This is an optimization exercise on Yosys and OpenROAD, whose aim is small area and a short achievable clock period, not a production implementation.
In this exercise RTL edits were held to simulation tests only and were not proved equivalent to the original.
Power and IR drop assume default switching activity.

==> design.v <==
`timescale 1ns / 1ps
module fa(input a, b, c, output s, co);
    assign s = a ^ b ^ c;
    assign co = (a & b) | (a & c) | (b & c);
endmodule
module ha(input a, b, output s, co);
    assign s = a ^ b;
    assign co = a & b;
endmodule
module Optimized_Wallace(
    input clk, rst,
    input [15:0] A, B,
    output reg [31:0] PRODUCT
);
    reg [15:0] ra;
    reg rb15;
    reg one0;
    reg two0;
    reg neg0;
    reg one1;
    reg two1;
    reg neg1;
    reg one2;
    reg two2;
    reg neg2;
    reg one3;
    reg two3;
    reg neg3;
    reg one4;
    reg two4;
    reg neg4;
    reg one5;
    reg two5;
    reg neg5;
    reg one6;
    reg two6;
    reg neg6;
    reg one7;
    reg two7;
    reg neg7;
    reg [92:0] r2;
    reg [54:0] r3;
    reg v1, v2, v3;
    wire pp1 = ((one0 & ra[0])) ^ neg0;
    wire pp2 = ((one0 & ra[1]) | (two0 & ra[0])) ^ neg0;
    wire pp3 = ((one0 & ra[2]) | (two0 & ra[1])) ^ neg0;
    wire pp4 = ((one0 & ra[3]) | (two0 & ra[2])) ^ neg0;
    wire pp5 = ((one0 & ra[4]) | (two0 & ra[3])) ^ neg0;
    wire pp6 = ((one0 & ra[5]) | (two0 & ra[4])) ^ neg0;
    wire pp7 = ((one0 & ra[6]) | (two0 & ra[5])) ^ neg0;
    wire pp8 = ((one0 & ra[7]) | (two0 & ra[6])) ^ neg0;
    wire pp9 = ((one0 & ra[8]) | (two0 & ra[7])) ^ neg0;
    wire pp10 = ((one0 & ra[9]) | (two0 & ra[8])) ^ neg0;
    wire pp11 = ((one0 & ra[10]) | (two0 & ra[9])) ^ neg0;
    wire pp12 = ((one0 & ra[11]) | (two0 & ra[10])) ^ neg0;
    wire pp13 = ((one0 & ra[12]) | (two0 & ra[11])) ^ neg0;
    wire pp14 = ((one0 & ra[13]) | (two0 & ra[12])) ^ neg0;
    wire pp15 = ((one0 & ra[14]) | (two0 & ra[13])) ^ neg0;
    wire pp16 = ((one0 & ra[15]) | (two0 & ra[14])) ^ neg0;
    wire pp17 = ((two0 & ra[15])) ^ neg0;
    wire ns18 = ~neg0;
    wire pp19 = ((one1 & ra[0])) ^ neg1;
    wire pp20 = ((one1 & ra[1]) | (two1 & ra[0])) ^ neg1;
    wire pp21 = ((one1 & ra[2]) | (two1 & ra[1])) ^ neg1;
    wire pp22 = ((one1 & ra[3]) | (two1 & ra[2])) ^ neg1;
    wire pp23 = ((one1 & ra[4]) | (two1 & ra[3])) ^ neg1;
    wire pp24 = ((one1 & ra[5]) | (two1 & ra[4])) ^ neg1;
    wire pp25 = ((one1 & ra[6]) | (two1 & ra[5])) ^ neg1;
    wire pp26 = ((one1 & ra[7]) | (two1 & ra[6])) ^ neg1;
    wire pp27 = ((one1 & ra[8]) | (two1 & ra[7])) ^ neg1;
    wire pp28 = ((one1 & ra[9]) | (two1 & ra[8])) ^ neg1;
    wire pp29 = ((one1 & ra[10]) | (two1 & ra[9])) ^ neg1;
    wire pp30 = ((one1 & ra[11]) | (two1 & ra[10])) ^ neg1;
    wire pp31 = ((one1 & ra[12]) | (two1 & ra[11])) ^ neg1;
    wire pp32 = ((one1 & ra[13]) | (two1 & ra[12])) ^ neg1;
    wire pp33 = ((one1 & ra[14]) | (two1 & ra[13])) ^ neg1;
    wire pp34 = ((one1 & ra[15]) | (two1 & ra[14])) ^ neg1;
    wire pp35 = ((two1 & ra[15])) ^ neg1;
    wire ns36 = ~neg1;
    wire pp37 = ((one2 & ra[0])) ^ neg2;
    wire pp38 = ((one2 & ra[1]) | (two2 & ra[0])) ^ neg2;
    wire pp39 = ((one2 & ra[2]) | (two2 & ra[1])) ^ neg2;
    wire pp40 = ((one2 & ra[3]) | (two2 & ra[2])) ^ neg2;
    wire pp41 = ((one2 & ra[4]) | (two2 & ra[3])) ^ neg2;
    wire pp42 = ((one2 & ra[5]) | (two2 & ra[4])) ^ neg2;
    wire pp43 = ((one2 & ra[6]) | (two2 & ra[5])) ^ neg2;
    wire pp44 = ((one2 & ra[7]) | (two2 & ra[6])) ^ neg2;
    wire pp45 = ((one2 & ra[8]) | (two2 & ra[7])) ^ neg2;
    wire pp46 = ((one2 & ra[9]) | (two2 & ra[8])) ^ neg2;
    wire pp47 = ((one2 & ra[10]) | (two2 & ra[9])) ^ neg2;
    wire pp48 = ((one2 & ra[11]) | (two2 & ra[10])) ^ neg2;
    wire pp49 = ((one2 & ra[12]) | (two2 & ra[11])) ^ neg2;
    wire pp50 = ((one2 & ra[13]) | (two2 & ra[12])) ^ neg2;
    wire pp51 = ((one2 & ra[14]) | (two2 & ra[13])) ^ neg2;
    wire pp52 = ((one2 & ra[15]) | (two2 & ra[14])) ^ neg2;
    wire pp53 = ((two2 & ra[15])) ^ neg2;
    wire ns54 = ~neg2;
    wire pp55 = ((one3 & ra[0])) ^ neg3;
    wire pp56 = ((one3 & ra[1]) | (two3 & ra[0])) ^ neg3;
    wire pp57 = ((one3 & ra[2]) | (two3 & ra[1])) ^ neg3;
    wire pp58 = ((one3 & ra[3]) | (two3 & ra[2])) ^ neg3;
    wire pp59 = ((one3 & ra[4]) | (two3 & ra[3])) ^ neg3;
    wire pp60 = ((one3 & ra[5]) | (two3 & ra[4])) ^ neg3;
    wire pp61 = ((one3 & ra[6]) | (two3 & ra[5])) ^ neg3;
    wire pp62 = ((one3 & ra[7]) | (two3 & ra[6])) ^ neg3;
    wire pp63 = ((one3 & ra[8]) | (two3 & ra[7])) ^ neg3;
    wire pp64 = ((one3 & ra[9]) | (two3 & ra[8])) ^ neg3;
    wire pp65 = ((one3 & ra[10]) | (two3 & ra[9])) ^ neg3;
    wire pp66 = ((one3 & ra[11]) | (two3 & ra[10])) ^ neg3;
    wire pp67 = ((one3 & ra[12]) | (two3 & ra[11])) ^ neg3;
    wire pp68 = ((one3 & ra[13]) | (two3 & ra[12])) ^ neg3;
    wire pp69 = ((one3 & ra[14]) | (two3 & ra[13])) ^ neg3;
    wire pp70 = ((one3 & ra[15]) | (two3 & ra[14])) ^ neg3;
    wire pp71 = ((two3 & ra[15])) ^ neg3;
    wire ns72 = ~neg3;
    wire pp73 = ((one4 & ra[0])) ^ neg4;
    wire pp74 = ((one4 & ra[1]) | (two4 & ra[0])) ^ neg4;
    wire pp75 = ((one4 & ra[2]) | (two4 & ra[1])) ^ neg4;
    wire pp76 = ((one4 & ra[3]) | (two4 & ra[2])) ^ neg4;
    wire pp77 = ((one4 & ra[4]) | (two4 & ra[3])) ^ neg4;
    wire pp78 = ((one4 & ra[5]) | (two4 & ra[4])) ^ neg4;
    wire pp79 = ((one4 & ra[6]) | (two4 & ra[5])) ^ neg4;
    wire pp80 = ((one4 & ra[7]) | (two4 & ra[6])) ^ neg4;
    wire pp81 = ((one4 & ra[8]) | (two4 & ra[7])) ^ neg4;
    wire pp82 = ((one4 & ra[9]) | (two4 & ra[8])) ^ neg4;
    wire pp83 = ((one4 & ra[10]) | (two4 & ra[9])) ^ neg4;
    wire pp84 = ((one4 & ra[11]) | (two4 & ra[10])) ^ neg4;
    wire pp85 = ((one4 & ra[12]) | (two4 & ra[11])) ^ neg4;
    wire pp86 = ((one4 & ra[13]) | (two4 & ra[12])) ^ neg4;
    wire pp87 = ((one4 & ra[14]) | (two4 & ra[13])) ^ neg4;
    wire pp88 = ((one4 & ra[15]) | (two4 & ra[14])) ^ neg4;
    wire pp89 = ((two4 & ra[15])) ^ neg4;
    wire ns90 = ~neg4;
    wire pp91 = ((one5 & ra[0])) ^ neg5;
    wire pp92 = ((one5 & ra[1]) | (two5 & ra[0])) ^ neg5;
    wire pp93 = ((one5 & ra[2]) | (two5 & ra[1])) ^ neg5;
    wire pp94 = ((one5 & ra[3]) | (two5 & ra[2])) ^ neg5;
    wire pp95 = ((one5 & ra[4]) | (two5 & ra[3])) ^ neg5;
    wire pp96 = ((one5 & ra[5]) | (two5 & ra[4])) ^ neg5;
    wire pp97 = ((one5 & ra[6]) | (two5 & ra[5])) ^ neg5;
    wire pp98 = ((one5 & ra[7]) | (two5 & ra[6])) ^ neg5;
    wire pp99 = ((one5 & ra[8]) | (two5 & ra[7])) ^ neg5;
    wire pp100 = ((one5 & ra[9]) | (two5 & ra[8])) ^ neg5;
    wire pp101 = ((one5 & ra[10]) | (two5 & ra[9])) ^ neg5;
    wire pp102 = ((one5 & ra[11]) | (two5 & ra[10])) ^ neg5;
    wire pp103 = ((one5 & ra[12]) | (two5 & ra[11])) ^ neg5;
    wire pp104 = ((one5 & ra[13]) | (two5 & ra[12])) ^ neg5;
    wire pp105 = ((one5 & ra[14]) | (two5 & ra[13])) ^ neg5;
    wire pp106 = ((one5 & ra[15]) | (two5 & ra[14])) ^ neg5;
    wire pp107 = ((two5 & ra[15])) ^ neg5;
    wire ns108 = ~neg5;
    wire pp109 = ((one6 & ra[0])) ^ neg6;
    wire pp110 = ((one6 & ra[1]) | (two6 & ra[0])) ^ neg6;
    wire pp111 = ((one6 & ra[2]) | (two6 & ra[1])) ^ neg6;
    wire pp112 = ((one6 & ra[3]) | (two6 & ra[2])) ^ neg6;
    wire pp113 = ((one6 & ra[4]) | (two6 & ra[3])) ^ neg6;
    wire pp114 = ((one6 & ra[5]) | (two6 & ra[4])) ^ neg6;
    wire pp115 = ((one6 & ra[6]) | (two6 & ra[5])) ^ neg6;
    wire pp116 = ((one6 & ra[7]) | (two6 & ra[6])) ^ neg6;
    wire pp117 = ((one6 & ra[8]) | (two6 & ra[7])) ^ neg6;
    wire pp118 = ((one6 & ra[9]) | (two6 & ra[8])) ^ neg6;
    wire pp119 = ((one6 & ra[10]) | (two6 & ra[9])) ^ neg6;
    wire pp120 = ((one6 & ra[11]) | (two6 & ra[10])) ^ neg6;
    wire pp121 = ((one6 & ra[12]) | (two6 & ra[11])) ^ neg6;
    wire pp122 = ((one6 & ra[13]) | (two6 & ra[12])) ^ neg6;
    wire pp123 = ((one6 & ra[14]) | (two6 & ra[13])) ^ neg6;
    wire pp124 = ((one6 & ra[15]) | (two6 & ra[14])) ^ neg6;
    wire pp125 = ((two6 & ra[15])) ^ neg6;
    wire ns126 = ~neg6;
    wire pp127 = ((one7 & ra[0])) ^ neg7;
    wire pp128 = ((one7 & ra[1]) | (two7 & ra[0])) ^ neg7;
    wire pp129 = ((one7 & ra[2]) | (two7 & ra[1])) ^ neg7;
    wire pp130 = ((one7 & ra[3]) | (two7 & ra[2])) ^ neg7;
    wire pp131 = ((one7 & ra[4]) | (two7 & ra[3])) ^ neg7;
    wire pp132 = ((one7 & ra[5]) | (two7 & ra[4])) ^ neg7;
    wire pp133 = ((one7 & ra[6]) | (two7 & ra[5])) ^ neg7;
    wire pp134 = ((one7 & ra[7]) | (two7 & ra[6])) ^ neg7;
    wire pp135 = ((one7 & ra[8]) | (two7 & ra[7])) ^ neg7;
    wire pp136 = ((one7 & ra[9]) | (two7 & ra[8])) ^ neg7;
    wire pp137 = ((one7 & ra[10]) | (two7 & ra[9])) ^ neg7;
    wire pp138 = ((one7 & ra[11]) | (two7 & ra[10])) ^ neg7;
    wire pp139 = ((one7 & ra[12]) | (two7 & ra[11])) ^ neg7;
    wire pp140 = ((one7 & ra[13]) | (two7 & ra[12])) ^ neg7;
    wire pp141 = ((one7 & ra[14]) | (two7 & ra[13])) ^ neg7;
    wire pp142 = ((one7 & ra[15]) | (two7 & ra[14])) ^ neg7;
    wire pp143 = ((two7 & ra[15])) ^ neg7;
    wire ns144 = ~neg7;
    wire pp145 = rb15 & ra[0];
    wire pp146 = rb15 & ra[1];
    wire pp147 = rb15 & ra[2];
    wire pp148 = rb15 & ra[3];
    wire pp149 = rb15 & ra[4];
    wire pp150 = rb15 & ra[5];
    wire pp151 = rb15 & ra[6];
    wire pp152 = rb15 & ra[7];
    wire pp153 = rb15 & ra[8];
    wire pp154 = rb15 & ra[9];
    wire pp155 = rb15 & ra[10];
    wire pp156 = rb15 & ra[11];
    wire pp157 = rb15 & ra[12];
    wire pp158 = rb15 & ra[13];
    wire pp159 = rb15 & ra[14];
    wire pp160 = rb15 & ra[15];
    wire s161, c162;
    fa u_s161 (.a(pp3), .b(pp19), .c(neg1), .s(s161), .co(c162));
    wire s163, c164;
    fa u_s163 (.a(pp5), .b(pp21), .c(pp37), .s(s163), .co(c164));
    wire s165, c166;
    fa u_s165 (.a(pp6), .b(pp22), .c(pp38), .s(s165), .co(c166));
    wire s167, c168;
    fa u_s167 (.a(pp7), .b(pp23), .c(pp39), .s(s167), .co(c168));
    wire s169, c170;
    fa u_s169 (.a(pp8), .b(pp24), .c(pp40), .s(s169), .co(c170));
    wire s171, c172;
    fa u_s171 (.a(pp9), .b(pp25), .c(pp41), .s(s171), .co(c172));
    wire s173, c174;
    fa u_s173 (.a(pp57), .b(pp73), .c(neg4), .s(s173), .co(c174));
    wire s175, c176;
    fa u_s175 (.a(pp10), .b(pp26), .c(pp42), .s(s175), .co(c176));
    wire s177, c178;
    fa u_s177 (.a(pp11), .b(pp27), .c(pp43), .s(s177), .co(c178));
    wire s179, c180;
    fa u_s179 (.a(pp59), .b(pp75), .c(pp91), .s(s179), .co(c180));
    wire s181, c182;
    fa u_s181 (.a(pp12), .b(pp28), .c(pp44), .s(s181), .co(c182));
    wire s183, c184;
    fa u_s183 (.a(pp60), .b(pp76), .c(pp92), .s(s183), .co(c184));
    wire s185, c186;
    fa u_s185 (.a(pp13), .b(pp29), .c(pp45), .s(s185), .co(c186));
    wire s187, c188;
    fa u_s187 (.a(pp61), .b(pp77), .c(pp93), .s(s187), .co(c188));
    wire s189, c190;
    fa u_s189 (.a(pp14), .b(pp30), .c(pp46), .s(s189), .co(c190));
    wire s191, c192;
    fa u_s191 (.a(pp62), .b(pp78), .c(pp94), .s(s191), .co(c192));
    wire s193, c194;
    fa u_s193 (.a(pp15), .b(pp31), .c(pp47), .s(s193), .co(c194));
    wire s195, c196;
    fa u_s195 (.a(pp63), .b(pp79), .c(pp95), .s(s195), .co(c196));
    wire s197, c198;
    fa u_s197 (.a(pp111), .b(pp127), .c(neg7), .s(s197), .co(c198));
    wire s199, c200;
    fa u_s199 (.a(pp16), .b(pp32), .c(pp48), .s(s199), .co(c200));
    wire s201, c202;
    fa u_s201 (.a(pp64), .b(pp80), .c(pp96), .s(s201), .co(c202));
    wire s203, c204;
    ha u_s203 (.a(pp112), .b(pp128), .s(s203), .co(c204));
    wire s205, c206;
    fa u_s205 (.a(pp17), .b(pp33), .c(pp49), .s(s205), .co(c206));
    wire s207, c208;
    fa u_s207 (.a(pp65), .b(pp81), .c(pp97), .s(s207), .co(c208));
    wire s209, c210;
    fa u_s209 (.a(pp113), .b(pp129), .c(pp145), .s(s209), .co(c210));
    wire s211, c212;
    fa u_s211 (.a(neg0), .b(pp34), .c(pp50), .s(s211), .co(c212));
    wire s213, c214;
    fa u_s213 (.a(pp66), .b(pp82), .c(pp98), .s(s213), .co(c214));
    wire s215, c216;
    fa u_s215 (.a(pp114), .b(pp130), .c(pp146), .s(s215), .co(c216));
    wire s217, c218;
    fa u_s217 (.a(neg0), .b(pp35), .c(pp51), .s(s217), .co(c218));
    wire s219, c220;
    fa u_s219 (.a(pp67), .b(pp83), .c(pp99), .s(s219), .co(c220));
    wire s221, c222;
    fa u_s221 (.a(pp115), .b(pp131), .c(pp147), .s(s221), .co(c222));
    wire s223, c224;
    fa u_s223 (.a(ns18), .b(ns36), .c(pp52), .s(s223), .co(c224));
    wire s225, c226;
    fa u_s225 (.a(pp68), .b(pp84), .c(pp100), .s(s225), .co(c226));
    wire s227, c228;
    fa u_s227 (.a(pp116), .b(pp132), .c(pp148), .s(s227), .co(c228));
    wire s229 = ~(pp53 ^ pp69);
    wire c230 = pp53 | pp69;
    wire s231, c232;
    fa u_s231 (.a(pp85), .b(pp101), .c(pp117), .s(s231), .co(c232));
    wire s233, c234;
    ha u_s233 (.a(pp133), .b(pp149), .s(s233), .co(c234));
    wire s235, c236;
    fa u_s235 (.a(ns54), .b(pp70), .c(pp86), .s(s235), .co(c236));
    wire s237, c238;
    fa u_s237 (.a(pp102), .b(pp118), .c(pp134), .s(s237), .co(c238));
    wire s239 = ~(pp71 ^ pp87);
    wire c240 = pp71 | pp87;
    wire s241, c242;
    fa u_s241 (.a(pp103), .b(pp119), .c(pp135), .s(s241), .co(c242));
    wire s243, c244;
    fa u_s243 (.a(ns72), .b(pp88), .c(pp104), .s(s243), .co(c244));
    wire s245, c246;
    fa u_s245 (.a(pp120), .b(pp136), .c(pp152), .s(s245), .co(c246));
    wire s247 = ~(pp89 ^ pp105);
    wire c248 = pp89 | pp105;
    wire s249, c250;
    fa u_s249 (.a(pp121), .b(pp137), .c(pp153), .s(s249), .co(c250));
    wire s251, c252;
    fa u_s251 (.a(ns90), .b(pp106), .c(pp122), .s(s251), .co(c252));
    wire s253 = ~(pp107 ^ pp123);
    wire c254 = pp107 | pp123;
    wire s255, c256;
    fa u_s255 (.a(ns108), .b(pp124), .c(pp140), .s(s255), .co(c256));
    wire s257 = ~(pp125 ^ pp141);
    wire c258 = pp125 | pp141;
    wire s259, c260;
    fa u_s259 (.a(ns126), .b(pp142), .c(pp158), .s(s259), .co(c260));
    wire s261 = ~(pp143 ^ pp159);
    wire c262 = pp143 | pp159;
    wire s263, c264;
    fa u_s263 (.a(c162), .b(pp4), .c(pp20), .s(s263), .co(c264));
    wire s265, c266;
    fa u_s265 (.a(c166), .b(s167), .c(pp55), .s(s265), .co(c266));
    wire s267, c268;
    fa u_s267 (.a(c168), .b(s169), .c(pp56), .s(s267), .co(c268));
    wire s269, c270;
    fa u_s269 (.a(c170), .b(s171), .c(s173), .s(s269), .co(c270));
    wire s271, c272;
    fa u_s271 (.a(c172), .b(c174), .c(s175), .s(s271), .co(c272));
    wire s273, c274;
    fa u_s273 (.a(c176), .b(s177), .c(s179), .s(s273), .co(c274));
    wire s275, c276;
    fa u_s275 (.a(c178), .b(c180), .c(s181), .s(s275), .co(c276));
    wire s277, c278;
    fa u_s277 (.a(c182), .b(c184), .c(s185), .s(s277), .co(c278));
    wire s279, c280;
    fa u_s279 (.a(s187), .b(pp109), .c(neg6), .s(s279), .co(c280));
    wire s281, c282;
    fa u_s281 (.a(c186), .b(c188), .c(s189), .s(s281), .co(c282));
    wire s283, c284;
    ha u_s283 (.a(s191), .b(pp110), .s(s283), .co(c284));
    wire s285, c286;
    fa u_s285 (.a(c190), .b(c192), .c(s193), .s(s285), .co(c286));
    wire s287, c288;
    ha u_s287 (.a(s195), .b(s197), .s(s287), .co(c288));
    wire s289, c290;
    fa u_s289 (.a(c194), .b(c196), .c(c198), .s(s289), .co(c290));
    wire s291, c292;
    fa u_s291 (.a(s199), .b(s201), .c(s203), .s(s291), .co(c292));
    wire s293, c294;
    fa u_s293 (.a(c200), .b(c202), .c(c204), .s(s293), .co(c294));
    wire s295, c296;
    fa u_s295 (.a(s205), .b(s207), .c(s209), .s(s295), .co(c296));
    wire s297, c298;
    fa u_s297 (.a(c206), .b(c208), .c(c210), .s(s297), .co(c298));
    wire s299, c300;
    fa u_s299 (.a(s211), .b(s213), .c(s215), .s(s299), .co(c300));
    wire s301, c302;
    fa u_s301 (.a(c212), .b(c214), .c(c216), .s(s301), .co(c302));
    wire s303, c304;
    fa u_s303 (.a(s217), .b(s219), .c(s221), .s(s303), .co(c304));
    wire s305, c306;
    fa u_s305 (.a(c218), .b(c220), .c(c222), .s(s305), .co(c306));
    wire s307, c308;
    fa u_s307 (.a(s223), .b(s225), .c(s227), .s(s307), .co(c308));
    wire s309, c310;
    fa u_s309 (.a(c224), .b(c226), .c(c228), .s(s309), .co(c310));
    wire s311, c312;
    fa u_s311 (.a(s229), .b(s231), .c(s233), .s(s311), .co(c312));
    wire s313, c314;
    fa u_s313 (.a(c230), .b(c232), .c(c234), .s(s313), .co(c314));
    wire s315, c316;
    fa u_s315 (.a(s235), .b(s237), .c(pp150), .s(s315), .co(c316));
    wire s317, c318;
    fa u_s317 (.a(c236), .b(c238), .c(s239), .s(s317), .co(c318));
    wire s319, c320;
    ha u_s319 (.a(s241), .b(pp151), .s(s319), .co(c320));
    wire s321, c322;
    fa u_s321 (.a(c240), .b(c242), .c(s243), .s(s321), .co(c322));
    wire s323, c324;
    fa u_s323 (.a(c244), .b(c246), .c(s247), .s(s323), .co(c324));
    wire s325, c326;
    fa u_s325 (.a(c248), .b(c250), .c(s251), .s(s325), .co(c326));
    wire s327, c328;
    fa u_s327 (.a(c252), .b(s253), .c(pp139), .s(s327), .co(c328));
    wire s329, c330;
    fa u_s329 (.a(c254), .b(s255), .c(pp156), .s(s329), .co(c330));
    wire s331, c332;
    fa u_s331 (.a(c256), .b(s257), .c(pp157), .s(s331), .co(c332));
    wire s333, c334;
    fa u_s333 (.a(c262), .b(ns144), .c(pp160), .s(s333), .co(c334));
    wire s335, c336;
    fa u_s335 (.a(r2[5]), .b(r2[6]), .c(r2[7]), .s(s335), .co(c336));
    wire s337, c338;
    fa u_s337 (.a(r2[16]), .b(r2[17]), .c(r2[18]), .s(s337), .co(c338));
    wire s339, c340;
    fa u_s339 (.a(r2[20]), .b(r2[21]), .c(r2[22]), .s(s339), .co(c340));
    wire s341, c342;
    fa u_s341 (.a(r2[23]), .b(r2[24]), .c(r2[25]), .s(s341), .co(c342));
    wire s343, c344;
    fa u_s343 (.a(r2[26]), .b(r2[27]), .c(r2[28]), .s(s343), .co(c344));
    wire s345, c346;
    fa u_s345 (.a(r2[29]), .b(r2[30]), .c(r2[31]), .s(s345), .co(c346));
    wire s347, c348;
    fa u_s347 (.a(r2[33]), .b(r2[34]), .c(r2[35]), .s(s347), .co(c348));
    wire s349, c350;
    fa u_s349 (.a(r2[37]), .b(r2[38]), .c(r2[39]), .s(s349), .co(c350));
    wire s351, c352;
    fa u_s351 (.a(r2[41]), .b(r2[42]), .c(r2[43]), .s(s351), .co(c352));
    wire s353, c354;
    fa u_s353 (.a(r2[45]), .b(r2[46]), .c(r2[47]), .s(s353), .co(c354));
    wire s355, c356;
    fa u_s355 (.a(r2[49]), .b(r2[50]), .c(r2[51]), .s(s355), .co(c356));
    wire s357, c358;
    fa u_s357 (.a(r2[53]), .b(r2[54]), .c(r2[55]), .s(s357), .co(c358));
    wire s359, c360;
    fa u_s359 (.a(r2[57]), .b(r2[58]), .c(r2[59]), .s(s359), .co(c360));
    wire s361, c362;
    fa u_s361 (.a(r2[61]), .b(r2[62]), .c(r2[63]), .s(s361), .co(c362));
    wire s363, c364;
    fa u_s363 (.a(r2[65]), .b(r2[66]), .c(r2[67]), .s(s363), .co(c364));
    wire s365, c366;
    fa u_s365 (.a(r2[69]), .b(r2[70]), .c(r2[71]), .s(s365), .co(c366));
    wire s367, c368;
    fa u_s367 (.a(r2[73]), .b(r2[74]), .c(r2[75]), .s(s367), .co(c368));
    wire s369, c370;
    fa u_s369 (.a(r2[76]), .b(r2[77]), .c(r2[78]), .s(s369), .co(c370));
    wire s371, c372;
    fa u_s371 (.a(r2[80]), .b(r2[81]), .c(r2[82]), .s(s371), .co(c372));
    wire s373, c374;
    fa u_s373 (.a(r2[87]), .b(r2[88]), .c(r2[89]), .s(s373), .co(c374));
    wire s375, c376;
    fa u_s375 (.a(c336), .b(r2[8]), .c(r2[9]), .s(s375), .co(c376));
    wire s377, c378;
    ha u_s377 (.a(r2[10]), .b(r2[11]), .s(s377), .co(c378));
    wire s379, c380;
    ha u_s379 (.a(r2[12]), .b(r2[13]), .s(s379), .co(c380));
    wire s381, c382;
    ha u_s381 (.a(r2[14]), .b(r2[15]), .s(s381), .co(c382));
    wire s383, c384;
    ha u_s383 (.a(s337), .b(r2[19]), .s(s383), .co(c384));
    wire s385, c386;
    ha u_s385 (.a(c338), .b(s339), .s(s385), .co(c386));
    wire s387, c388;
    ha u_s387 (.a(c340), .b(s341), .s(s387), .co(c388));
    wire s389, c390;
    ha u_s389 (.a(c342), .b(s343), .s(s389), .co(c390));
    wire s391, c392;
    fa u_s391 (.a(c344), .b(s345), .c(r2[32]), .s(s391), .co(c392));
    wire s393, c394;
    fa u_s393 (.a(c346), .b(s347), .c(r2[36]), .s(s393), .co(c394));
    wire s395, c396;
    fa u_s395 (.a(c348), .b(s349), .c(r2[40]), .s(s395), .co(c396));
    wire s397, c398;
    fa u_s397 (.a(c350), .b(s351), .c(r2[44]), .s(s397), .co(c398));
    wire s399, c400;
    fa u_s399 (.a(c352), .b(s353), .c(r2[48]), .s(s399), .co(c400));
    wire s401, c402;
    fa u_s401 (.a(c354), .b(s355), .c(r2[52]), .s(s401), .co(c402));
    wire s403, c404;
    fa u_s403 (.a(c356), .b(s357), .c(r2[56]), .s(s403), .co(c404));
    wire s405, c406;
    fa u_s405 (.a(c358), .b(s359), .c(r2[60]), .s(s405), .co(c406));
    wire s407, c408;
    fa u_s407 (.a(c360), .b(s361), .c(r2[64]), .s(s407), .co(c408));
    wire s409, c410;
    fa u_s409 (.a(c362), .b(s363), .c(r2[68]), .s(s409), .co(c410));
    wire s411, c412;
    fa u_s411 (.a(c364), .b(s365), .c(r2[72]), .s(s411), .co(c412));
    wire s413, c414;
    ha u_s413 (.a(c366), .b(s367), .s(s413), .co(c414));
    wire s415, c416;
    fa u_s415 (.a(c368), .b(s369), .c(r2[79]), .s(s415), .co(c416));
    wire s417, c418;
    ha u_s417 (.a(c370), .b(s371), .s(s417), .co(c418));
    wire s419, c420;
    fa u_s419 (.a(c372), .b(r2[83]), .c(r2[84]), .s(s419), .co(c420));
    wire s421, c422;
    ha u_s421 (.a(r2[85]), .b(r2[86]), .s(s421), .co(c422));
    wire s423, c424;
    fa u_s423 (.a(c374), .b(r2[90]), .c(r2[91]), .s(s423), .co(c424));
    wire g425, p426;
    ha u_p426 (.a(r2[0]), .b(r2[1]), .s(p426), .co(g425));
    wire g427, p428;
    ha u_p428 (.a(c376), .b(s377), .s(p428), .co(g427));
    wire g429, p430;
    ha u_p430 (.a(c378), .b(s379), .s(p430), .co(g429));
    wire g431, p432;
    ha u_p432 (.a(c380), .b(s381), .s(p432), .co(g431));
    wire g433, p434;
    ha u_p434 (.a(c382), .b(s383), .s(p434), .co(g433));
    wire g435, p436;
    ha u_p436 (.a(c384), .b(s385), .s(p436), .co(g435));
    wire g437, p438;
    ha u_p438 (.a(c386), .b(s387), .s(p438), .co(g437));
    wire g439, p440;
    ha u_p440 (.a(c388), .b(s389), .s(p440), .co(g439));
    wire g441, p442;
    ha u_p442 (.a(c390), .b(s391), .s(p442), .co(g441));
    wire g443, p444;
    ha u_p444 (.a(c392), .b(s393), .s(p444), .co(g443));
    wire g445, p446;
    ha u_p446 (.a(c394), .b(s395), .s(p446), .co(g445));
    wire g447, p448;
    ha u_p448 (.a(c396), .b(s397), .s(p448), .co(g447));
    wire g449, p450;
    ha u_p450 (.a(c398), .b(s399), .s(p450), .co(g449));
    wire g451, p452;
    ha u_p452 (.a(c400), .b(s401), .s(p452), .co(g451));
    wire g453, p454;
    ha u_p454 (.a(c402), .b(s403), .s(p454), .co(g453));
    wire g455, p456;
    ha u_p456 (.a(c404), .b(s405), .s(p456), .co(g455));
    wire g457, p458;
    ha u_p458 (.a(c406), .b(s407), .s(p458), .co(g457));
    wire g459, p460;
    ha u_p460 (.a(c408), .b(s409), .s(p460), .co(g459));
    wire g461, p462;
    ha u_p462 (.a(c410), .b(s411), .s(p462), .co(g461));
    wire g463, p464;
    ha u_p464 (.a(c412), .b(s413), .s(p464), .co(g463));
    wire g465, p466;
    ha u_p466 (.a(c414), .b(s415), .s(p466), .co(g465));
    wire g467, p468;
    ha u_p468 (.a(c416), .b(s417), .s(p468), .co(g467));
    wire g469, p470;
    ha u_p470 (.a(c418), .b(s419), .s(p470), .co(g469));
    wire g471, p472;
    ha u_p472 (.a(c420), .b(s421), .s(p472), .co(g471));
    wire g473, p474;
    ha u_p474 (.a(c422), .b(s373), .s(p474), .co(g473));
    wire g475, p476;
    ha u_p476 (.a(c424), .b(r2[92]), .s(p476), .co(g475));
    wire t477 = p426 | g425;
    wire t478 = p428 | g427;
    wire t479 = p430 | g429;
    wire t480 = p432 | g431;
    wire t481 = p434 | g433;
    wire G482 = 1'b0 | (r2[2] & g425);
    wire P483 = r2[2] & t477;
    wire G484 = 1'b0 | (r2[4] & 1'b0);
    wire P485 = r2[4] & r2[3];
    wire G486 = 1'b0 | (s375 & 1'b0);
    wire P487 = s375 & s335;
    wire G488 = g429 | (t479 & g427);
    wire P489 = t479 & t478;
    wire G490 = g433 | (t481 & g431);
    wire P491 = t481 & t480;
    wire G492 = 1'b0 | (r2[3] & G482);
    wire P493 = r2[3] & P483;
    wire G494 = G484 | (P485 & G482);
    wire P495 = P485 & P483;
    wire G496 = g427 | (t478 & G486);
    wire P497 = t478 & P487;
    wire G498 = G488 | (P489 & G486);
    wire P499 = P489 & P487;
    wire G500 = 1'b0 | (s335 & G494);
    wire P501 = s335 & P495;
    wire G502 = G486 | (P487 & G494);
    wire P503 = P487 & P495;
    wire G504 = G496 | (P497 & G494);
    wire P505 = P497 & P495;
    wire G506 = G498 | (P499 & G494);
    wire P507 = P499 & P495;
    wire G508 = g431 | (t480 & G506);
    wire P509 = t480 & P507;
    wire G510 = G490 | (P491 & G506);
    wire P511 = P491 & P507;
    wire sum512 = p426;
    wire sum513 = r2[2] ^ g425;
    wire sum514 = r2[3] ^ G482;
    wire sum515 = r2[4] ^ G492;
    wire sum516 = s335 ^ G494;
    wire sum517 = s375 ^ G500;
    wire sum518 = p428 ^ G502;
    wire sum519 = p430 ^ G504;
    wire sum520 = p432 ^ G506;
    wire sum521 = p434 ^ G508;
    wire t522 = r3[11] | r3[12];
    wire t523 = r3[13] | r3[14];
    wire t524 = r3[15] | r3[16];
    wire t525 = r3[17] | r3[18];
    wire t526 = r3[19] | r3[20];
    wire t527 = r3[21] | r3[22];
    wire t528 = r3[23] | r3[24];
    wire t529 = r3[25] | r3[26];
    wire t530 = r3[27] | r3[28];
    wire t531 = r3[29] | r3[30];
    wire t532 = r3[31] | r3[32];
    wire t533 = r3[33] | r3[34];
    wire t534 = r3[35] | r3[36];
    wire t535 = r3[37] | r3[38];
    wire t536 = r3[39] | r3[40];
    wire t537 = r3[41] | r3[42];
    wire t538 = r3[43] | r3[44];
    wire t539 = r3[45] | r3[46];
    wire t540 = r3[47] | r3[48];
    wire t541 = r3[49] | r3[50];
    wire t542 = r3[51] | r3[52];
    wire t543 = r3[53] | r3[54];
    wire g544 = r3[12] | (r3[11] & r3[10]);
    wire G545 = r3[14] | (t523 & g544);
    wire P546 = t523 & t522;
    wire G547 = r3[18] | (t525 & r3[16]);
    wire P548 = t525 & t524;
    wire G549 = r3[22] | (t527 & r3[20]);
    wire P550 = t527 & t526;
    wire G551 = r3[26] | (t529 & r3[24]);
    wire P552 = t529 & t528;
    wire G553 = r3[30] | (t531 & r3[28]);
    wire P554 = t531 & t530;
    wire G555 = r3[34] | (t533 & r3[32]);
    wire P556 = t533 & t532;
    wire G557 = r3[38] | (t535 & r3[36]);
    wire P558 = t535 & t534;
    wire G559 = r3[42] | (t537 & r3[40]);
    wire P560 = t537 & t536;
    wire G561 = r3[46] | (t539 & r3[44]);
    wire P562 = t539 & t538;
    wire G563 = r3[50] | (t541 & r3[48]);
    wire P564 = t541 & t540;
    wire G565 = r3[54] | (t543 & r3[52]);
    wire P566 = t543 & t542;
    wire G567 = G547 | (P548 & G545);
    wire P568 = P548 & P546;
    wire G569 = G551 | (P552 & G549);
    wire P570 = P552 & P550;
    wire G571 = G555 | (P556 & G553);
    wire P572 = P556 & P554;
    wire G573 = G559 | (P560 & G557);
    wire P574 = P560 & P558;
    wire G575 = G563 | (P564 & G561);
    wire P576 = P564 & P562;
    wire G577 = G569 | (P570 & G567);
    wire P578 = P570 & P568;
    wire G579 = G573 | (P574 & G571);
    wire P580 = P574 & P572;
    wire G581 = G579 | (P580 & G577);
    wire P582 = P580 & P578;
    wire G583 = G571 | (P572 & G577);
    wire P584 = P572 & P578;
    wire G585 = G575 | (P576 & G581);
    wire P586 = P576 & P582;
    wire G587 = G549 | (P550 & G567);
    wire P588 = P550 & P568;
    wire G589 = G553 | (P554 & G577);
    wire P590 = P554 & P578;
    wire G591 = G557 | (P558 & G583);
    wire P592 = P558 & P584;
    wire G593 = G561 | (P562 & G581);
    wire P594 = P562 & P582;
    wire G595 = G565 | (P566 & G585);
    wire P596 = P566 & P586;
    wire G597 = r3[16] | (t524 & G545);
    wire P598 = t524 & P546;
    wire G599 = r3[20] | (t526 & G567);
    wire P600 = t526 & P568;
    wire G601 = r3[24] | (t528 & G587);
    wire P602 = t528 & P588;
    wire G603 = r3[28] | (t530 & G577);
    wire P604 = t530 & P578;
    wire G605 = r3[32] | (t532 & G589);
    wire P606 = t532 & P590;
    wire G607 = r3[36] | (t534 & G583);
    wire P608 = t534 & P584;
    wire G609 = r3[40] | (t536 & G591);
    wire P610 = t536 & P592;
    wire G611 = r3[44] | (t538 & G581);
    wire P612 = t538 & P582;
    wire G613 = r3[48] | (t540 & G593);
    wire P614 = t540 & P594;
    wire G615 = r3[52] | (t542 & G585);
    wire P616 = t542 & P586;
    wire sum617 = r3[11] ^ r3[10];
    wire sum618 = r3[13] ^ g544;
    wire sum619 = r3[15] ^ G545;
    wire sum620 = r3[17] ^ G597;
    wire sum621 = r3[19] ^ G567;
    wire sum622 = r3[21] ^ G599;
    wire sum623 = r3[23] ^ G587;
    wire sum624 = r3[25] ^ G601;
    wire sum625 = r3[27] ^ G577;
    wire sum626 = r3[29] ^ G603;
    wire sum627 = r3[31] ^ G589;
    wire sum628 = r3[33] ^ G605;
    wire sum629 = r3[35] ^ G583;
    wire sum630 = r3[37] ^ G607;
    wire sum631 = r3[39] ^ G591;
    wire sum632 = r3[41] ^ G609;
    wire sum633 = r3[43] ^ G581;
    wire sum634 = r3[45] ^ G611;
    wire sum635 = r3[47] ^ G593;
    wire sum636 = r3[49] ^ G613;
    wire sum637 = r3[51] ^ G585;
    wire sum638 = r3[53] ^ G615;
    wire [31:0] sum = {sum638, sum637, sum636, sum635, sum634, sum633, sum632, sum631, sum630, sum629, sum628, sum627, sum626, sum625, sum624, sum623, sum622, sum621, sum620, sum619, sum618, sum617, r3[9], r3[8], r3[7], r3[6], r3[5], r3[4], r3[3], r3[2], r3[1], r3[0]};
    always @(posedge clk or posedge rst) begin
        if (rst) begin
            v1 <= 1'b0; v2 <= 1'b0; v3 <= 1'b0;
            PRODUCT <= 32'd0;
        end else begin
            v1 <= 1'b1; v2 <= v1; v3 <= v2;
            PRODUCT <= sum & {32{v3}};
        end
    end
    always @(posedge clk) begin
        ra <= A;
        rb15 <= B[15];
        one0 <= B[0] ^ 1'b0;
        two0 <= (B[1] & ~B[0] & ~1'b0) | (~B[1] & B[0] & 1'b0);
        neg0 <= B[1] & ~(B[0] & 1'b0);
        one1 <= B[2] ^ B[1];
        two1 <= (B[3] & ~B[2] & ~B[1]) | (~B[3] & B[2] & B[1]);
        neg1 <= B[3] & ~(B[2] & B[1]);
        one2 <= B[4] ^ B[3];
        two2 <= (B[5] & ~B[4] & ~B[3]) | (~B[5] & B[4] & B[3]);
        neg2 <= B[5] & ~(B[4] & B[3]);
        one3 <= B[6] ^ B[5];
        two3 <= (B[7] & ~B[6] & ~B[5]) | (~B[7] & B[6] & B[5]);
        neg3 <= B[7] & ~(B[6] & B[5]);
        one4 <= B[8] ^ B[7];
        two4 <= (B[9] & ~B[8] & ~B[7]) | (~B[9] & B[8] & B[7]);
        neg4 <= B[9] & ~(B[8] & B[7]);
        one5 <= B[10] ^ B[9];
        two5 <= (B[11] & ~B[10] & ~B[9]) | (~B[11] & B[10] & B[9]);
        neg5 <= B[11] & ~(B[10] & B[9]);
        one6 <= B[12] ^ B[11];
        two6 <= (B[13] & ~B[12] & ~B[11]) | (~B[13] & B[12] & B[11]);
        neg6 <= B[13] & ~(B[12] & B[11]);
        one7 <= B[14] ^ B[13];
        two7 <= (B[15] & ~B[14] & ~B[13]) | (~B[15] & B[14] & B[13]);
        neg7 <= B[15] & ~(B[14] & B[13]);
        r2 <= {s333, s261, c260, s259, c258, c332, s331, c330, s329, c328, pp155, s327, c326, pp154, pp138, s325, c324, s249, s323, c322, s245, s321, c320, c318, s319, s317, c316, c314, s315, s313, c312, c310, s311, s309, c308, c306, s307, s305, c304, c302, s303, s301, c300, c298, s299, s297, c296, c294, s295, s293, c292, c290, s291, s289, c288, c286, s287, s285, c284, c282, s283, s281, c280, c278, s279, s277, c276, s183, s275, c274, neg5, s273, c272, pp74, pp58, s271, c270, s269, c268, s267, c266, neg3, s265, s165, c164, neg2, s163, c264, s263, s161, pp2, neg0, pp1};
        r3 <= {g475, p476, 1'b0, s423, g473, p474, g471, p472, g469, p470, g467, p468, g465, p466, g463, p464, g461, p462, g459, p460, g457, p458, g455, p456, g453, p454, g451, p452, g449, p450, g447, p448, g445, p446, g443, p444, g441, p442, g439, p440, g437, p438, g435, p436, G510, sum521, sum520, sum519, sum518, sum517, sum516, sum515, sum514, sum513, sum512};
    end
endmodule
==> flow/run.sh <==
#!/bin/bash
# The standard layout (the standard.sh: ORFS synthesis through finish),
# with the port buffers made of sky130_fd_sc_hd__buf_1 instead of the
# resizer's default pick.  Every tool's output goes to a log in this folder
# (make's own output to flow_make.log, ORFS's per-step logs under orfs/logs).
set -euo pipefail
export BUFFER_PORTS_ARGS="-buffer_cell sky130_fd_sc_hd__buf_1"
bash standard.sh finish > flow_make.log 2>&1
==> standard.sh <==
#!/bin/bash
# synth_recipe.tcl (not shown) runs the flow's synth.tcl, then flattens the netlist and writes it again
# the make line also repeats each setting of config.mk as NAME=value (left out here)
make -C /OpenROAD-flow-scripts/flow DESIGN_CONFIG=/design/flow/config.mk WORK_HOME=/design/flow/orfs CLKGATE_MAP_FILE= SYNTH_SCRIPT=/design/flow/synth_recipe.tcl "${@:-finish}"
==> config.mk <==
export PLATFORM = sky130hd
export DESIGN_NAME = Optimized_Wallace
export DESIGN_NICKNAME = Optimized_Wallace
export VERILOG_FILES = /design/flow/design.v
export SDC_FILE = /design/flow/constraint.sdc
export NUM_CORES = 4
export LEC_CHECK = 0
export ABC_CLOCK_PERIOD_IN_PS = 800
export CAP_MARGIN = 20
export CORE_MARGIN = 2
export CORE_UTILIZATION = 60
export CTS_BUF_LIST = sky130_fd_sc_hd__clkbuf_16
export CTS_CLUSTER_DIAMETER = 100
export CTS_CLUSTER_SIZE = 25
export SETUP_SLACK_MARGIN = 1.4
export SLEW_MARGIN = 20
export SYNTH_HIERARCHICAL = 1
export SYNTH_MINIMUM_KEEP_SIZE = 0
export TNS_END_PERCENT = 0
==> constraint.sdc <==
create_clock -name core_clock -period 3.0 [get_ports {clk}]
set_input_delay 0.6000 -clock core_clock [delete_from_list [all_inputs] [get_ports {clk}]]
set_output_delay 0.6000 -clock core_clock [all_outputs]
set_load 0.01 [all_outputs]
==> results of run 1 <==
[registers in the layout, summed over array words and instances (netlist names), 16 cells and up]
register	flops
r3	53
r2	93
PRODUCT	32
ra	16
[cell type report]
| type | instances | area [um^2] |
|---|---|---|
| multi-input cells | 614 | 6280 |
| clock inverters | 5 | 20.0 |
| well taps | 234 | 293 |
| flip-flops and latches | 222 | 4720 |
| clock buffers | 13 | 325 |
| fillers | 1457 | 6460 |
| inverters | 28 | 105 |
| repair buffers | 81 | 368 |
[Yosys stat by module (local to each module, per instance)]
module | cell area (um^2) | flops+latches | cells | copies in the design
fa | 20.0 | 0 | 1 | 111
Optimized_Wallace | 8520 | 222 | 796 | 1
ha | 12.5 | 0 | 1 | 41
[through the flow]
| step | utilization (%) | cell area [um^2] |
|---|---|---|
| 6_report | 65.2 | 12100 |
| 5_1_grt | 65.2 | 12100 |
| 4_1_cts | 65.1 | 12100 |
| 3_5_place_dp | 62.5 | 11600 |
| 3_3_place_gp | 62.5 | 11600 |
| 2_1_floorplan | - | 11500 |
[cells in the final DEF, fill, tap and decap left out, types with 7 or more instances in the layout]
cell	netlist	layout
fa_1	111	109
dfrtp_1	35	35
nor2_1	13	13
a21oi_1	11	11
buf_4	0	15
and2_1	28	28
a22oi_1	120	119
dfxtp_1	187	152
dfxtp_2	0	12
ha_1	59	57
nor2b_1	9	9
xnor2_1	148	147
nand2_1	26	26
dfxtp_4	0	23
nand3b_1	7	7
buf_1	3	65
o21ai_0	20	18
nand2b_1	12	12
clkbuf_16	0	13
inv_1	28	32
[power groups by stage]
stage / logic [mW] / clock network, mW / registers, mW
floorplan: 3.42 / 0 / 4.68
global placement: 4.53 / 0 / 4.86
detailed placement: 4.72 / 0 / 4.91
CTS: 4.86 / 1.75 / 4.85
global route: 5.63 / 1.85 / 4.97
finish: 4.80 / 1.69 / 4.85
[tightest hold or removal path: stages]
cell	delay, ns
buf_1	0.07
inv_1	0.04
buf_4	0.36
[kinds of logic (layout without fill, tap and decap cells)]
kind of cell,after synthesis,count (layout),synth area share (%)
other,1,1,0.0333
buffers and inverters,112,127,3.74
AO/OA/AOI/OAI,177,177,11.4
AND/OR/NAND/NOR,110,110,5.34
XOR/XNOR,152,152,11.8
adder cells (fa/ha/maj),170,170,26.3
flip-flops,222,222,41.0
multiplexers,4,4,0.356
[per-layer routing]
layer / wire length [um] / vias to the layer above / GRT usage [%]
met5: 0 / - / 0
met2: 10600 / 318 / 37.7
met4: 427 / 0 / 7.84
met3: 1980 / 45 / 4.99
met1: 10700 / 3394 / 36.0
li1: - / 3171 / -
[Yosys cell counts, types with 6 or more instances]
| library cell | n |
|---|---|
| a22oi_1 | 120 |
| a21oi_1 | 11 |
| clkbuf_1 | 81 |
| dfxtp_1 | 187 |
| dfrtp_1 | 35 |
| fa_1 | 111 |
| xnor2_1 | 148 |
| nand2b_1 | 12 |
| ha_1 | 59 |
| and2_1 | 28 |
| nand2_1 | 26 |
| nand3b_1 | 7 |
| nor3_1 | 6 |
| inv_1 | 28 |
| o21ai_0 | 20 |
| nor2_1 | 13 |
| nor2b_1 | 9 |
[worst min-delay path by stage]
stage          start          end  slack (ns)  cells past startpoint
2_1_floorplan   neg3       r2[11]        0.33                      0
3_3_place_gp      v1           v2        0.34                      0
3_5_place_dp      v1           v2        0.35                      0
4_1_cts          rst  PRODUCT[24]        0.17                      3
5_1_grt         A[1]        ra[1]        0.19                      1
6_report         rst  PRODUCT[24]        0.17                      3
[timing repair]
action	4_1_cts	5_1_grt
gates resized for setup	53	9
pin swaps	5	0
cloned	0	0
setup endpoints to repair	124	144
setup buffers	3	0
==> notes.md, run 1 <==
I/O Buffers=65; CP cell instances=a22oi_1 -> xnor2_1 -> fa_1 -> fa_1; period utilization=70.8%; Critical Path AT=2.47 ns; die width=141 um; dpl cells=1176; Clock Latency Late Sink=0.48 ns; critical path depth in cells=4; pre-CTS WS=0.511 ns; routability congestion estimate=0.927; CP Capture Type=register; total CTS buffers=12; Via density=5.79; Worst path top cell family by delay=adder cells; critical path required time=3.35 ns; layout cells sized above 1=8.41%; Synth async-reset ratio=15.8%; sw frac=36.1%; crit-path max cell delay=0.59 ns; FP Rows=50; initial antenna violation count=0; min Tclk post-route=2.12 ns; Yosys top cell area share=33.3%; RSZ-0062 raised after global routing=true; FMAX=471 MHz; HP Class=in -> async; clk slew on worst S/H paths=0.10 ns; CP Launch Type=register; clock share of power=14.9%; Slew @ Worst Pin=0.681 ns; status=finished clean; final-report max-slew violation count=0; Die Ht=141 um; Max-Cap Viols=0; antenna viol nets, final=0; DIE AREA=19900 um^2; Antenna diodes=0; combinational share of power=42.3%; All-Layer GR Usage=24.8%; Pwr Density=936 nW/um^2; Synth Net Count=1152; Yosys reg bits=222; cell repeated most along the worst path=fa_1; sequential element share of the synthesized area=41.0%; Hold Slack=0.171 ns; Yosys cell types=46; Worst Setup Path Type=reg -> reg; DRT Wirelength=23.7 mm; WL/cell=19.8 um; setup_tns=0 ns; Sink Count=222; R2R Path Start=two0; final std cells w/o fill=1197; first-pass iteration count of the detailed router=6; CP Launch Point=two0; Critical-path top delay cell=dfxtp_2; largest net degree at the start of global routing=36; crit path to=r2[40]; R2R Setup Slk=0.88 ns; CTS root buf=clkbuf_16; Tot Pwr=11.3 mW; core area=18600 um^2; PnR worst setup slack=0.877 ns; htree depth=1; worst path bufs/invs=0; Synth area leaders=dfxtp_1 33%, fa_1 20%, xnor2_1 12%; FF-to-FF path depth=4; vias in the first global route=7218; Initial Util=60.6%; first-pass GRT wire length=38.5 mm; Synth Warn #=7; static leakage=4.80 nW; Top Ports=66; worst flop-to-flop path endpoint=r2[40]; Hold Vio Cnt, Final=0; Layout area overhead=7.67%; synthesized area=11300 um^2; Total Nets Final=1163; gr ovfl total=0; CP max FO=16; Synth Instances=948; switching pwr=4.10 mW; Clock Tree Buf Depth=3; clk_skew=0.0136 ns; Cell Int Power=7.25 mW; CTS tree=done; sequential power share=42.7%; DRT iter0 DRCs=726; top cell type by total area after synthesis=dfxtp_1; drc violations=0; Post-synth EDFFs=0; synthesized area per cell=11.9 um^2; worst ir drop on vdd=0.441 mV; hpwl dp=16.7 mm; ys flop type=dfxtp_1; Post-CTS Hold Buffers=0; slew margin rel.=54.6%; via count=6928; final setup vio count=0
==> inputs of run 2 (changes only) <==
--- a/config.mk
+++ b/config.mk
@@ -6,5 +6,5 @@
 export NUM_CORES = 4
 export LEC_CHECK = 0
-export ABC_CLOCK_PERIOD_IN_PS = 800
+export ABC_CLOCK_PERIOD_IN_PS = 1500
 export CAP_MARGIN = 20
 export CORE_MARGIN = 2
==> run 2 against run 1 <==
Against the previous run:
- sequential power hardly changed
- die area did not move
- critical path type unchanged
- synthesized cell count is the same
- area after synthesis unchanged
- clock power about the same
- critical path depth unchanged
- combinational power barely moved
- register-to-register slack about the same
- sequential cell count unchanged
- highest routed layer unchanged
- non-clock buffer count stayed put
- cell count unchanged
- first-iteration DRC count stayed put
==> notes.md, run 2 <==
status=finished clean (unchanged); crit-path max cell delay=0.59 ns (about the same); most frequent cells after synthesis=187 x dfxtp_1, 148 x xnor2_1, 120 x a22oi_1 (unchanged); via count=6928 (unchanged); Critical-path top delay cell=dfxtp_2 (unchanged); WL/cell=19.8 um (unchanged); Max-Cap Viols=0 (unchanged); period utilization=70.8% (unchanged); first-pass iteration count of the detailed router=6 (unchanged); CP cell instances=a22oi_1 -> xnor2_1 -> fa_1 -> fa_1 (unchanged); Via density=5.79 (unchanged); Synth async-reset ratio=15.8% (unchanged); CTS root buf=clkbuf_16 (unchanged); Synth area leaders=dfxtp_1 33%, fa_1 20%, xnor2_1 12% (unchanged); largest net degree at the start of global routing=36 (unchanged); sequential element share of the synthesized area=41.0% (unchanged); Hold Slack=0.171 ns (unchanged); total CTS buffers=12 (unchanged); most common cell in the netlist=dfxtp_1 (unchanged); antenna viol nets, final=0 (unchanged); Synth Net Count=1152 (unchanged); synthesized area per cell=11.9 um^2 (unchanged); FP Rows=50 (unchanged); I/O Buffers=65 (unchanged); Yosys reg bits=222 (unchanged); Simple-Gate Fraction of Synth Area=5.34% (unchanged); Yosys cell types=46 (unchanged); initial antenna violation count=0 (unchanged); Total Nets Final=1163 (unchanged); Antenna diodes=0 (unchanged); most common cell after layout, fill and taps aside=dfxtp_1 (unchanged); pre-CTS WS=0.511 ns (unchanged); Slew @ Worst Pin=0.681 ns (unchanged); Clock Latency Late Sink=0.48 ns (about the same); die width=141 um (unchanged); final std cells w/o fill=1197 (unchanged); Clock Tree Buf Depth=3 (unchanged); DRT Wirelength=23.7 mm (unchanged); htree depth=1 (unchanged); Hold Vio Cnt, Final=0 (unchanged); DRT iter0 DRCs=726 (unchanged); ys flop type=dfxtp_1 (unchanged); critical path required time=3.35 ns (about the same); largest reg by FF count=r2 (unchanged); first-pass GRT wire length=38.5 mm (unchanged); top cell type by total area after synthesis=dfxtp_1 (unchanged); Worst Setup Path Type=reg -> reg (unchanged); vias in the first global route=7218 (unchanged); CP Capture Type=register (unchanged); Synth Instances=948 (unchanged); slew margin rel.=54.6% (unchanged); XOR/XNOR Fraction of Synth Area=11.8% (unchanged); Yosys top cell area share=33.3% (unchanged); worst ir drop on vdd=0.441 mV (unchanged); hpwl dp=16.7 mm (unchanged); DIE AREA=19900 um^2 (unchanged); RSZ-0062 raised after global routing=true (unchanged); Synth Warn #=7 (unchanged); clk_skew=0.0136 ns (unchanged); HP Class=in -> async (unchanged); Synth Area in Compound Gates=11.4% (unchanged); Top Ports=66 (unchanged); PnR worst setup slack=0.877 ns (unchanged); Die Ht=141 um (unchanged); layout cells sized above 1=8.41% (unchanged); min Tclk post-route=2.12 ns (unchanged); Sink Count=222 (unchanged); proportion of synthesized area in mux cells=0.356% (unchanged); max reg flops=93 (unchanged); Post-synth EDFFs=0 (unchanged); setup_tns=0 ns (unchanged); clk slew on worst S/H paths=0.10 ns (about the same); most frequent cells in the layout=152 x dfxtp_1, 147 x xnor2_1, 119 x a22oi_1, 109 x fa_1, 65 x buf_1 (unchanged); final setup vio count=0 (unchanged); CP max FO=16 (unchanged); Critical Path AT=2.47 ns (about the same); static leakage=4.80 nW (unchanged); gr ovfl total=0 (unchanged); synthesized area=11300 um^2 (unchanged); dpl cells=1176 (unchanged); Layout area overhead=7.67% (unchanged); Post-CTS Hold Buffers=0 (unchanged); CTS tree=done (unchanged); drc violations=0 (unchanged); Largest regs=r2 (93), r3 (53), PRODUCT (32) (unchanged); cell repeated most along the worst path=fa_1 (unchanged); Pwr Density=936 nW/um^2 (unchanged); Synth Area in Adders=26.3% (unchanged); FMAX=471 MHz (unchanged); largest family of logic cells by synthesized area=adder cells (unchanged); Initial Util=60.6% (unchanged); final-report max-slew violation count=0 (unchanged); core area=18600 um^2 (unchanged); routability congestion estimate=0.927 (unchanged); All-Layer GR Usage=24.8% (unchanged); CP Launch Type=register (unchanged)
[run 2: final cells by class]
cell class / instances / area [um^2]
fill: 1457 / 6460
multi-input combinational: 614 / 6280
sequential: 222 / 4720
timing repair buffer: 81 / 368
clock buffer: 13 / 325
tap: 234 / 293
inverter: 28 / 105
clock inverter: 5 / 20.0
[run 2: per-layer routing]
| layer | up-vias | GRT usage (%) | wire length (um) |
|---|---|---|---|
| li1 | 3171 | - | - |
| met1 | 3394 | 36.0 | 10700 |
| met2 | 318 | 37.7 | 10600 |
| met3 | 45 | 4.99 | 1980 |
| met4 | 0 | 7.84 | 427 |
| met5 | - | 0 | 0 |
[run 2: cells by family (layout without fill, tap and decap cells)]
| family | after synthesis | in the layout |
|---|---|---|
| multiplexers | 4 | 4 |
| other | 1 | 1 |
| AND/OR/NAND/NOR | 110 | 110 |
| buffers and inverters | 112 | 127 |
| adder cells (fa/ha/maj) | 170 | 170 |
| flip-flops | 222 | 222 |
| AO/OA/AOI/OAI | 177 | 177 |
| XOR/XNOR | 152 | 152 |
[run 2: Yosys stat by module, one instance, submodules excluded]
module             area, um^2  flops+latches
Optimized_Wallace        8520            222
fa                       20.0              0
ha                       12.5              0
[run 2: repair_timing]
item                       in CTS  in global routing
pin swaps                       5                  0
setup endpoints to repair     124                144
setup buffers                   3                  0
resized for setup              53                  9
[run 2: final timing paths]
| check | startpoint | endpoint | slack [ns] | cells after the start |
|---|---|---|---|---|
| setup / recovery | two0 | r2[40] | 0.88 | 4 |
| hold / removal | rst | PRODUCT[24] | 0.17 | 3 |
| setup reg to reg | two0 | r2[40] | 0.88 | 4 |
| hold reg to reg | v1 | v2 | 0.36 | 0 |
| max in group asynchronous | rst | PRODUCT[17] | 2.54 | 3 |
| min in group core_clock | A[7] | ra[7] | 0.20 | 1 |
[run 2: worst max-delay path: cells and delay by family (launching register included)]
kind	cells	cell delay, ns
xor+xnor	1	0.18
flops	1	0.59
compound gates	1	0.14
fa+ha+maj	2	1.08
[run 2: where the power goes]
group | switching [mW] | internal [mW] | total [mW]
sequential | 0.739 | 4.11 | 4.85
clock | 0.907 | 0.786 | 1.69
combinational | 2.45 | 2.35 | 4.80
total | 4.10 | 7.25 | 11.3
[run 2: stage by stage]
stage / total power [mW] / cell area, um^2 / utilization [%]
floorplan: 8.09 / 11500 / -
global placement: 9.39 / 11600 / 62.5
detailed placement: 9.63 / 11600 / 62.5
CTS: 11.5 / 12100 / 65.1
global route: 12.4 / 12100 / 65.2
finish: 11.3 / 12100 / 65.2
==> inputs of run 3 (changes only) <==
--- a/config.mk
+++ b/config.mk
@@ -6,5 +6,4 @@
 export NUM_CORES = 4
 export LEC_CHECK = 0
-export ABC_CLOCK_PERIOD_IN_PS = 1500
 export CAP_MARGIN = 20
 export CORE_MARGIN = 2
@@ -12,5 +11,5 @@
 export CTS_BUF_LIST = sky130_fd_sc_hd__clkbuf_16
 export CTS_CLUSTER_DIAMETER = 100
-export CTS_CLUSTER_SIZE = 25
+export CTS_CLUSTER_SIZE = 30
 export SETUP_SLACK_MARGIN = 1.4
 export SLEW_MARGIN = 20
==> run 3 against run 2 <==
Against the previous run:
- largest cell class unchanged
- highest routed layer unchanged
- register-to-register slack hardly changed
- clock skew grew 0.015 ns
- cell count down 0.25%
- largest power group unchanged
==> notes.md, run 3 <==
CP Capture Type=register (unchanged); static leakage=4.77 nW (was 4.80 nW); most frequent cells after synthesis=187 x dfxtp_1, 148 x xnor2_1, 120 x a22oi_1 (unchanged); clk_skew=0.0290 ns (was 0.0136 ns); HP Class=in -> async (unchanged); Fillers=1459 (was 1457); first-pass iteration count of the detailed router=7 (was 6); Slew @ Worst Pin=0.690 ns (was 0.681 ns); DRT Wirelength=23.8 mm (was 23.7 mm); Top Ports=66 (unchanged); largest reg by FF count=r2 (unchanged); period utilization=71.1% (was 70.8%); Worst Setup Path Type=reg -> reg (unchanged); pre-CTS WS=0.511 ns (unchanged); worst path bufs/invs=0 (unchanged); drc violations=0 (unchanged); layout cells sized above 1=8.13% (was 8.41%); Post-DP Area=11600 um^2 (unchanged); Register Area=4720 um^2 (about the same); DIE AREA=19900 um^2 (unchanged); routability congestion estimate=0.927 (unchanged); die width=141 um (unchanged); clk slew on worst S/H paths=0.11 ns (was 0.10 ns); Initial Util=60.6% (unchanged); Clock Tree Buf Depth=3 (unchanged); top cell type by total area after synthesis=dfxtp_1 (unchanged); max reg flops=93 (unchanged); final-report max-slew violation count=0 (unchanged); Sink Count=222 (unchanged); gr ovfl total=0 (unchanged); slew margin rel.=54.0% (was 54.6%); XOR/XNOR Fraction of Synth Area=11.8% (unchanged); total CTS buffers=11 (was 12); Max-Cap Viols=0 (unchanged); Die Ht=141 um (unchanged); DRT iter0 DRCs=798 (was 726); Synth Area in Adders=26.3% (unchanged); synthesized area=11300 um^2 (unchanged); initial antenna violation count=0 (unchanged); worst flop-to-flop path endpoint=r2[10] (was r2[40]); Total Nets Final=1161 (was 1163); most common cell after layout, fill and taps aside=dfxtp_1 (unchanged); sequential element share of the synthesized area=41.0% (unchanged); CP max FO=16 (unchanged); FF-to-FF path depth=4 (unchanged); Pwr Density=930 nW/um^2 (was 936 nW/um^2); Hold Vio Cnt, Final=0 (unchanged); PnR worst setup slack=0.868 ns (was 0.877 ns); most common cell in the netlist=dfxtp_1 (unchanged); Synth Net Count=1152 (unchanged); I/O Buffers=65 (unchanged); most frequent cells in the layout=153 x dfxtp_1, 147 x xnor2_1, 119 x a22oi_1, 109 x fa_1, 65 x buf_1 (was 152 x dfxtp_1, 147 x xnor2_1, 119 x a22oi_1, 109 x fa_1, 65 x buf_1); via count=6948 (was 6928); Synth Instances=948 (unchanged); htree depth=1 (unchanged); Via density=5.82 (was 5.79); final setup vio count=0 (unchanged); Post-synth EDFFs=0 (unchanged); post-layout instance area=12100 um^2 (about the same); WL/cell=19.9 um (was 19.8 um); Layout area overhead=7.23% (was 7.67%); Largest regs=r2 (93), r3 (53), PRODUCT (32) (unchanged); critical path depth in cells=4 (unchanged); FMAX=469 MHz (was 471 MHz); vias in the first global route=7174 (was 7218); synthesized area per cell=11.9 um^2 (unchanged); FP Rows=50 (unchanged); Synth area leaders=dfxtp_1 33%, fa_1 20%, xnor2_1 12% (unchanged); min Tclk post-route=2.13 ns (was 2.12 ns); ys flop type=dfxtp_1 (unchanged); crit-path max cell delay=0.60 ns (was 0.59 ns); largest family of logic cells by synthesized area=adder cells (unchanged); Simple-Gate Fraction of Synth Area=5.34% (unchanged); R2R Setup Slk=0.87 ns (was 0.88 ns); antenna viol nets, final=0 (unchanged); critical path required time=3.35 ns (about the same); largest net degree at the start of global routing=36 (unchanged); RSZ-0062 raised after global routing=true (unchanged); CP Launch Type=register (unchanged); R2R Path Start=one2 (was two0); status=finished clean (unchanged); CTS root buf=clkbuf_16 (unchanged); Clock Latency Late Sink=0.48 ns (about the same); core area=18600 um^2 (unchanged); hpwl dp=16.7 mm (unchanged); CP cell instances=a22oi_1 -> xnor2_1 -> fa_1 -> fa_1 (unchanged); Post-CTS Hold Buffers=0 (unchanged); setup_tns=0 ns (unchanged); cell repeated most along the worst path=fa_1 (unchanged); worst ir drop on vdd=0.411 mV (was 0.441 mV); Worst path top cell family by delay=adder cells (unchanged); Yosys cell types=46 (unchanged); Yosys top cell area share=33.3% (unchanged); Critical-path top delay cell=dfxtp_2 (unchanged); Tot Pwr=11.2 mW (was 11.3 mW); All-Layer GR Usage=24.7% (was 24.8%); first-pass GRT wire length=38.4 mm (was 38.5 mm); CTS tree=done (unchanged); Critical Path AT=2.48 ns (was 2.47 ns); Antenna diodes=0 (unchanged); multi-input logic area=6280 um^2 (unchanged); Hold Slack=0.177 ns (was 0.171 ns); Synth Warn #=7 (unchanged); Synth Area in Compound Gates=11.4% (unchanged); Synth async-reset ratio=15.8% (unchanged); Yosys reg bits=222 (unchanged); proportion of synthesized area in mux cells=0.356% (unchanged)
run 3: area by class of cell:
cell class	count	area share [%]
clock buffer	11	2.28
sequential	222	39.1
clock inverter	5	0.259
tap	234	2.43
inverter	28	0.871
timing repair buffer	80	2.99
multi-input combinational	614	52.1
run 3: worst max-delay path by stage:
stage,startpoint,to,slack [ns]
finish,one2,r2[10],0.87
detailed placement,ra[4],r2[10],0.51
global placement,ra[6],r2[10],0.53
floorplan,r3[37],PRODUCT[30],1.0
global route,r3[37],PRODUCT[31],0.77
CTS,r3[37],PRODUCT[31],0.89
run 3: per-layer routing:
| metal | global-route usage, % | up-vias | wire (um) |
|---|---|---|---|
| met4 | 6.79 | 0 | 479 |
| met2 | 37.7 | 331 | 10500 |
| li1 | - | 3164 | - |
| met1 | 36.3 | 3416 | 10800 |
| met5 | 0 | - | 0 |
| met3 | 4.93 | 37 | 2070 |
run 3: logic make-up (layout without fill, tap and decap cells):
kind of cell / count (synthesis) / in the layout
DFF: 222 / 222
other: 1 / 1
AOI/OAI and AO/OA: 177 / 177
muxes: 4 / 4
adders and majority gates: 170 / 170
and+or+nand+nor: 110 / 110
xor gates and xnor gates: 152 / 152
buffers and inverters: 112 / 124
run 3: stage by stage:
stage               utilization, %  std cells
finish                        64.9       1194
global route                  64.9       1194
CTS                           64.8       1194
detailed placement            62.5       1176
global placement              62.5       1176
floorplan                        -        948
run 3: worst register-to-register path: cells and delay by family (launching register included):
family,cells,cell delay (ns)
adder cells (fa/ha/maj),2,1.00
flip-flops,1,0.60
XOR/XNOR,1,0.25
AO/OA/AOI/OAI,1,0.15
run 3: per-module statistics from Yosys (local to each module, per instance):
module	copies in the design	area (um^2)	cells
ha	41	12.5	1
Optimized_Wallace	1	8520	796
fa	111	20.0	1
run 3: what timing repair did:
action | in CTS | in global routing
setup buffers | 2 | 0
cloned | 0 | 0
resized for setup | 49 | 11
setup endpoints to repair | 127 | 140
pin swaps | 4 | 0
run 3: report_power, final:
| part | leakage [nW] | internal [mW] | switching, mW |
|---|---|---|---|
| Combinational | 2.58 | 2.33 | 2.45 |
| Sequential | 2.03 | 4.11 | 0.741 |
| Clock | 0.158 | 0.686 | 0.912 |

separate check: timing with driven ports:
In the flow no input, the clock included, has a driving cell. The finished layouts below were timed again as built, in two steps. Step 1 sets driving cells, clkbuf_16 on the clock port and buf_2 on the other inputs (assumed; they add their load-dependent delay and slew). Step 2 moves the port delays by t, midway between the first and last clock arrival at a register: inputs arrive t later, outputs are due t later. That takes back most of the time a late clock gives input paths. Three values: no drivers, after step 1, after step 2; two values: the first two.
run | t (ns) | setup slack, ns | hold WS [ns] | worst data-port slew with drivers (ns) | pins driven straight from the clock port
run 1 | 0.513 | 0.877 / 0.877 / 0.877 | 0.171 / 0.148 / 0.362 | 0.03 | 1
run 2 | 0.513 | 0.877 / 0.877 / 0.877 | 0.171 / 0.148 / 0.362 | 0.03 | 1
run 3 | 0.514 | 0.868 / 0.868 / 0.868 | 0.177 / 0.154 / 0.364 | 0.03 | 1
After both steps setup and hold are still met in every run listed.
